This design comes from an exercise in tuning for small area on the open sky130 flow, not from production work. Only simulation tests tie the RTL to the original design; equivalence was not proved. Power figures rest on the tool's default switching activity, not on a simulated workload. The clock port is modelled as an ideal driver; clocking choices that lean on that would not hold on a real chip.

==> inputs of run E <==
==> flow/design.v <==
module sigle_block(
    input  [15:0] in_low,
    input  [15:0] in_high,
    output [15:0] out_high
);
    assign out_high = in_low
                    ^ ({in_high[14:0],in_high[15]} & {in_high[7:0],in_high[15:8]})
                    ^ {in_high[13:0],in_high[15:14]};
endmodule
module simon_key(
    input  [63:0]  keytext,
    input          clk, rst,
    output [511:0] key_total
);
    localparam [61:0] Z = 62'b01100111000011010100100010111110110011100001101010010001011111;
    reg [15:0] c [0:30];
    reg [4:0]  cnt;    
    wire [15:0] t   = {c[30][2:0], c[30][15:3]} ^ c[28];
    wire [15:0] gen = c[27] ^ t ^ {t[0], t[15:1]} ^ {15'h7ffe, Z[cnt - 5'd1]};
    always @(posedge clk) begin
        if (!rst)
            cnt <= 5'd0;
        else if (cnt != 5'd28)
            cnt <= cnt + 5'd1;
    end
    integer j;
    always @(posedge clk) begin
        if (rst && cnt == 5'd0) begin
            c[27] <= keytext[15:0];
            c[28] <= keytext[31:16];
            c[29] <= keytext[47:32];
            c[30] <= keytext[63:48];
        end else if (rst && cnt != 5'd28) begin
            for (j = 0; j < 30; j = j + 1)
                c[j] <= c[j+1];
            c[30] <= gen;
        end
    end
    genvar g;
    generate
        for (g = 0; g < 31; g = g + 1) begin : out
            assign key_total[16*g+15:16*g] = c[g];
        end
    endgenerate
    assign key_total[511:496] = gen;
endmodule
module simon_pipeline(
    input  [31:0] plaintext,
    input  [63:0] keytext,
    input         clk, rst,
    output reg [31:0] ciphertext
);
    wire [511:0] key_total;
    simon_key key_generate(
        .keytext(keytext),
        .clk(clk),
        .rst(rst),
        .key_total(key_total)
    );
    reg  [15:0] x [0:31];
    reg  [15:0] w [0:31];
    wire [15:0] nx [0:31];
    genvar i;
    generate
        for (i = 0; i < 32; i = i + 1) begin : round
            sigle_block E(
                .in_low(w[i]),
                .in_high(x[i]),
                .out_high(nx[i])
            );
            if (i < 31) begin : st
                always @(posedge clk) begin
                    x[i+1] <= nx[i];
                    w[i+1] <= x[i] ^ key_total[16*(i+1)+15:16*(i+1)];
                end
            end
        end
    endgenerate
    always @(posedge clk) begin
        x[0] <= plaintext[31:16];
        w[0] <= plaintext[15:0] ^ key_total[15:0];
        ciphertext <= {nx[31], x[31]};
    end
endmodule
==> flow/flow/run.sh <==
#!/bin/bash
# Standard ORFS layout with two changes: ports are buffered with buf_1, and
# CTS builds its tree without dummy balancing loads.
set -euo pipefail
export BUFFER_PORTS_ARGS="-buffer_cell sky130_fd_sc_hd__buf_1"
export CTS_ARGS="-sink_clustering_enable -repair_clock_nets -dont_use_dummy_load -buf_list sky130_fd_sc_hd__clkbuf_8 -sink_clustering_size 16 -sink_clustering_max_diameter 50"
bash standard.sh finish > standard_finish.log 2>&1
==> flow/standard.sh <==
#!/bin/bash
# synth_recipe.tcl (not shown) runs the flow's synth.tcl, then flattens the netlist and writes it again
# the make line also repeats each setting of config.mk as NAME=value (left out here)
make -C /OpenROAD-flow-scripts/flow DESIGN_CONFIG=/design/flow/config.mk WORK_HOME=/design/flow/orfs CLKGATE_MAP_FILE= SYNTH_SCRIPT=/design/flow/synth_recipe.tcl "${@:-finish}"
==> flow/config.mk <==
export PLATFORM = sky130hd
export DESIGN_NAME = simon_pipeline
export DESIGN_NICKNAME = simon_pipeline
export VERILOG_FILES = /design/flow/design.v
export SDC_FILE = /design/flow/constraint.sdc
export NUM_CORES = 4
export LEC_CHECK = 0
export CAP_MARGIN = 20
export CORE_MARGIN = 2
export CORE_UTILIZATION = 60
export PLACE_DENSITY = 0.75
export SLEW_MARGIN = 20
==> flow/constraint.sdc <==
create_clock -name core_clock -period 5.0 [get_ports {clk}]
set_input_delay 1.0000 -clock core_clock [delete_from_list [all_inputs] [get_ports {clk}]]
set_output_delay 1.0000 -clock core_clock [all_outputs]
set_load 0.01 [all_outputs]
==> run C (differences from run E) <==
--- a/flow/design.v
+++ b/flow/design.v
@@ -13,36 +13,37 @@
     output [511:0] key_total
 );
     localparam [61:0] Z = 62'b01100111000011010100100010111110110011100001101010010001011111;
-    reg [15:0] c [0:30];
+    reg [15:0] k [0:31];
     reg [4:0]  cnt;    
-    wire [15:0] t   = {c[30][2:0], c[30][15:3]} ^ c[28];
-    wire [15:0] gen = c[27] ^ t ^ {t[0], t[15:1]} ^ {15'h7ffe, Z[cnt - 5'd1]};
+    wire [15:0] t   = {k[31][2:0], k[31][15:3]} ^ k[29];
+    wire [15:0] nk  = k[28] ^ t ^ {t[0], t[15:1]} ^ {15'h7ffe, Z[cnt - 5'd1]};
+    wire load  = (cnt == 5'd0);
+    wire shift = (cnt != 5'd0) && (cnt != 5'd29);
     always @(posedge clk) begin
         if (!rst)
             cnt <= 5'd0;
-        else if (cnt != 5'd28)
+        else if (cnt != 5'd29)
             cnt <= cnt + 5'd1;
     end
     integer j;
     always @(posedge clk) begin
-        if (rst && cnt == 5'd0) begin
-            c[27] <= keytext[15:0];
-            c[28] <= keytext[31:16];
-            c[29] <= keytext[47:32];
-            c[30] <= keytext[63:48];
-        end else if (rst && cnt != 5'd28) begin
-            for (j = 0; j < 30; j = j + 1)
-                c[j] <= c[j+1];
-            c[30] <= gen;
+        if (rst && load) begin
+            k[28] <= keytext[15:0];
+            k[29] <= keytext[31:16];
+            k[30] <= keytext[47:32];
+            k[31] <= keytext[63:48];
+        end else if (rst && shift) begin
+            for (j = 0; j < 31; j = j + 1)
+                k[j] <= k[j+1];
+            k[31] <= nk;
         end
     end
     genvar g;
     generate
-        for (g = 0; g < 31; g = g + 1) begin : out
-            assign key_total[16*g+15:16*g] = c[g];
+        for (g = 0; g < 32; g = g + 1) begin : out
+            assign key_total[16*g+15:16*g] = k[g];
         end
     endgenerate
-    assign key_total[511:496] = gen;
 endmodule
 module simon_pipeline(
     input  [31:0] plaintext,
==> flow/run.sh (new file) <==
#!/bin/bash
# synth_recipe.tcl (not shown) runs the flow's synth.tcl, then flattens the netlist and writes it again
# the make line also repeats each setting of config.mk as NAME=value (left out here)
make -C /OpenROAD-flow-scripts/flow DESIGN_CONFIG=/design/flow/config.mk WORK_HOME=/design/flow/orfs CLKGATE_MAP_FILE= SYNTH_SCRIPT=/design/flow/synth_recipe.tcl finish
Settings changed: CORE_UTILIZATION 60 to 40, CTS_BUF_LIST from default to sky130_fd_sc_hd__clkbuf_16, CTS_CLUSTER_DIAMETER from default to 60, CTS_CLUSTER_SIZE from default to 30, PLACE_DENSITY 0.75 to 0.6.
removed: flow/flow/run.sh
removed: flow/standard.sh
==> run B (differences from run E) <==
==> flow/flow/run.sh (replaced) <==
#!/bin/bash
# Standard ORFS layout with two changes: ports are buffered with buf_1, and
# CTS builds its tree without dummy balancing loads.
set -euo pipefail
export BUFFER_PORTS_ARGS="-buffer_cell sky130_fd_sc_hd__buf_1"
export CTS_ARGS="-sink_clustering_enable -repair_clock_nets -dont_use_dummy_load -buf_list sky130_fd_sc_hd__clkbuf_8 -sink_clustering_size 19 -sink_clustering_max_diameter 60"
bash standard.sh finish > standard_finish.log 2>&1
Settings changed: CAP_MARGIN 20 to 5, CORE_UTILIZATION 60 to 70, PLACE_DENSITY 0.75 to 0.85, SLEW_MARGIN 20 to 5.
==> run notes <==
item	run E	run B	run C
Post-synth design cell area	53,000 µm²	53,000 µm²	53,500 µm²
Most frequent CP cell	and2_4	and2_4	buf_12
Share of cell area taken by muxes after synthesis	0.0897%	0.0897%	1.05%
Gr usage total	24.0%	27.3%	17.8%
Critical-path top delay cell	dfxtp_1	buf_4	dfxtp_1
Placeable core region	88,000 µm²	74,700 µm²	133,000 µm²
Metal3 WL	6.37 mm	5.50 mm	4.34 mm
Fraction of area in multi-input gates	29.5%	30.0%	27.6%
Placed Instance Area	55,000 µm²	54,800 µm²	57,100 µm²
Run status	no timing/DRC/antenna violations	no timing/DRC/antenna violations	no timing/DRC/antenna violations
Initial antenna violation count	3	1	0
Simple logic cell fraction of the synthesized area	4.93%	4.93%	3.92%
Startpoint of the worst hold path	plaintext[27]	plaintext[22]	x[31][12]
Required time at the worst-slack endpoint	5420 ps	5360 ps	5380 ps
Number of diodes added for antenna fixing	1	1	0
Minimum setup slack after placement	2100 ps	2130 ps	1400 ps
Met1 Track Usage GR	36.3%	40.2%	25.6%
Overall routed net length	108 mm	106 mm	122 mm
Count of buffers not belonging to the clock network in the layout	138	140	145

---

==> run a: inputs <==
// simon_pipeline: RTL as listed in full above, without the edits since
Settings: LEC_CHECK=0, CAP_MARGIN=20, CORE_MARGIN=2, CORE_UTILIZATION=60, PLACE_DENSITY=0.75, SLEW_MARGIN=20; clock period 5.0 ns.
standard.sh (not shown) runs the stock make flow with config.mk's settings and CLKGATE_MAP_FILE= SYNTH_SCRIPT=/design/flow/synth_recipe.tcl, a recipe that flattens the netlist after the stock synthesis.
==> flow/flow/run.sh <==
#!/bin/bash
# Standard ORFS layout with two changes: ports are buffered with buf_1, and
# CTS builds its tree from clkbuf_16 without dummy balancing loads.
set -euo pipefail
export BUFFER_PORTS_ARGS="-buffer_cell sky130_fd_sc_hd__buf_1"
export CTS_ARGS="-sink_clustering_enable -repair_clock_nets -dont_use_dummy_load -buf_list sky130_fd_sc_hd__clkbuf_16 -sink_clustering_size 35 -sink_clustering_max_diameter 80"
bash standard.sh finish > standard_finish.log 2>&1
==> run b (differences from run a) <==
--- a/flow/design.v
+++ b/flow/design.v
@@ -15,6 +15,8 @@
     localparam [61:0] Z = 62'b01100111000011010100100010111110110011100001101010010001011111;
-    reg [15:0] c [0:30];
+    reg [15:0] k [0:31];
     reg [4:0]  cnt;    
-    wire [15:0] t   = {c[30][2:0], c[30][15:3]} ^ c[28];
-    wire [15:0] gen = c[27] ^ t ^ {t[0], t[15:1]} ^ {15'h7ffe, Z[cnt - 5'd1]};
+    wire [15:0] t   = {k[31][2:0], k[31][15:3]} ^ k[29];
+    wire [15:0] nk  = k[28] ^ t ^ {t[0], t[15:1]} ^ {15'h7ffe, Z[cnt - 5'd1]};
+    wire load  = (cnt == 5'd0);
+    wire shift = (cnt != 5'd0) && (cnt != 5'd29);
     always @(posedge clk) begin
@@ -22,3 +24,3 @@
             cnt <= 5'd0;
-        else if (cnt != 5'd28)
+        else if (cnt != 5'd29)
             cnt <= cnt + 5'd1;
@@ -27,11 +29,11 @@
     always @(posedge clk) begin
-        if (rst && cnt == 5'd0) begin
-            c[27] <= keytext[15:0];
-            c[28] <= keytext[31:16];
-            c[29] <= keytext[47:32];
-            c[30] <= keytext[63:48];
-        end else if (rst && cnt != 5'd28) begin
-            for (j = 0; j < 30; j = j + 1)
-                c[j] <= c[j+1];
-            c[30] <= gen;
+        if (rst && load) begin
+            k[28] <= keytext[15:0];
+            k[29] <= keytext[31:16];
+            k[30] <= keytext[47:32];
+            k[31] <= keytext[63:48];
+        end else if (rst && shift) begin
+            for (j = 0; j < 31; j = j + 1)
+                k[j] <= k[j+1];
+            k[31] <= nk;
         end
@@ -40,7 +42,6 @@
     generate
-        for (g = 0; g < 31; g = g + 1) begin : out
-            assign key_total[16*g+15:16*g] = c[g];
+        for (g = 0; g < 32; g = g + 1) begin : out
+            assign key_total[16*g+15:16*g] = k[g];
         end
     endgenerate
-    assign key_total[511:496] = gen;
 endmodule
==> flow/run.sh (new file) <==
#!/bin/bash
# synth_recipe.tcl (not shown) runs the flow's synth.tcl, then flattens the netlist and writes it again
# the make line also repeats each setting of config.mk as NAME=value (left out here)
make -C /OpenROAD-flow-scripts/flow DESIGN_CONFIG=/design/flow/config.mk WORK_HOME=/design/flow/orfs CLKGATE_MAP_FILE= SYNTH_SCRIPT=/design/flow/synth_recipe.tcl finish
CORE_UTILIZATION = 40   (was 60)
PLACE_DENSITY = 0.6   (was 0.75)
removed: flow/flow/run.sh
removed: flow/standard.sh
==> run notes <==
- Run b finished with timing, DRC and antenna clean. Run a completed without violations.
- Of run b and run a, run b has the higher critical path depth (gap 1).
- In run b the hold slack is higher than in run a, by 4.3 ps.
- Total power: run b is higher than run a (17%).
- In combinational power, run a and run b hardly differ.
- In run b the routed wire length is higher than in run a, by about 16%.
- Against run a, the clock power of run b is higher by about 120%.
- Between run a and run b, the lower synthesized area is in run a (gap 0.91%, measured against run b).
- Synthesized cell count: run b is lower than run a (2.0%).
- Maximum frequency: run b is smaller than run a (about 2%).
- In run b the die area is larger than in run a, by about 50%.

static timing again, ports no longer ideal:
The results above use ideal ports. As a check the final layouts listed here were re-extracted and re-timed, cells and wires unchanged. Step 1 sets driving cells, clkbuf_16 on the clock port and buf_2 on the other inputs (assumed; they add their load-dependent delay and slew). Step 2 moves the port delays by t, midway between the first and last clock arrival at a register: inputs arrive t later, outputs are due t later. That takes back most of the time a late clock gives input paths. Three values: ideal, step 1, step 2; two values: the first two.
| run | shift t [ns] | setup WS [ns] | worst setup path after step 2 | latest minus earliest clock arrival (ns) | slew at the worst register clock pin (ns) |
|---|---|---|---|---|---|
| run E of note 1 | 0.852 | 2.074 / 2.074 / 2.010 | input to register | 0.079 / 0.079 | 0.10 / 0.10 |
| run C of note 1 | 0.803 | 2.042 / 2.042 / 1.734 | input to register | 0.084 / 0.084 | 0.10 / 0.10 |
| run B of note 1 | 0.777 | 2.173 / 2.173 / 2.114 | input to register | 0.084 / 0.085 | 0.12 / 0.12 |
| run a of note 2 | 0.706 | 2.071 / 2.071 / 1.993 | input to register | 0.074 / 0.074 | 0.13 / 0.13 |
| run b of note 2 | 0.834 | 2.011 / 2.011 / 1.700 | input to register | 0.052 / 0.052 | 0.06 / 0.06 |
After both steps every run listed still meets setup and hold. The setup slack of run b of note 2, which loses most, moves by 0.000 ns with the drivers and by -0.311 ns with both steps.
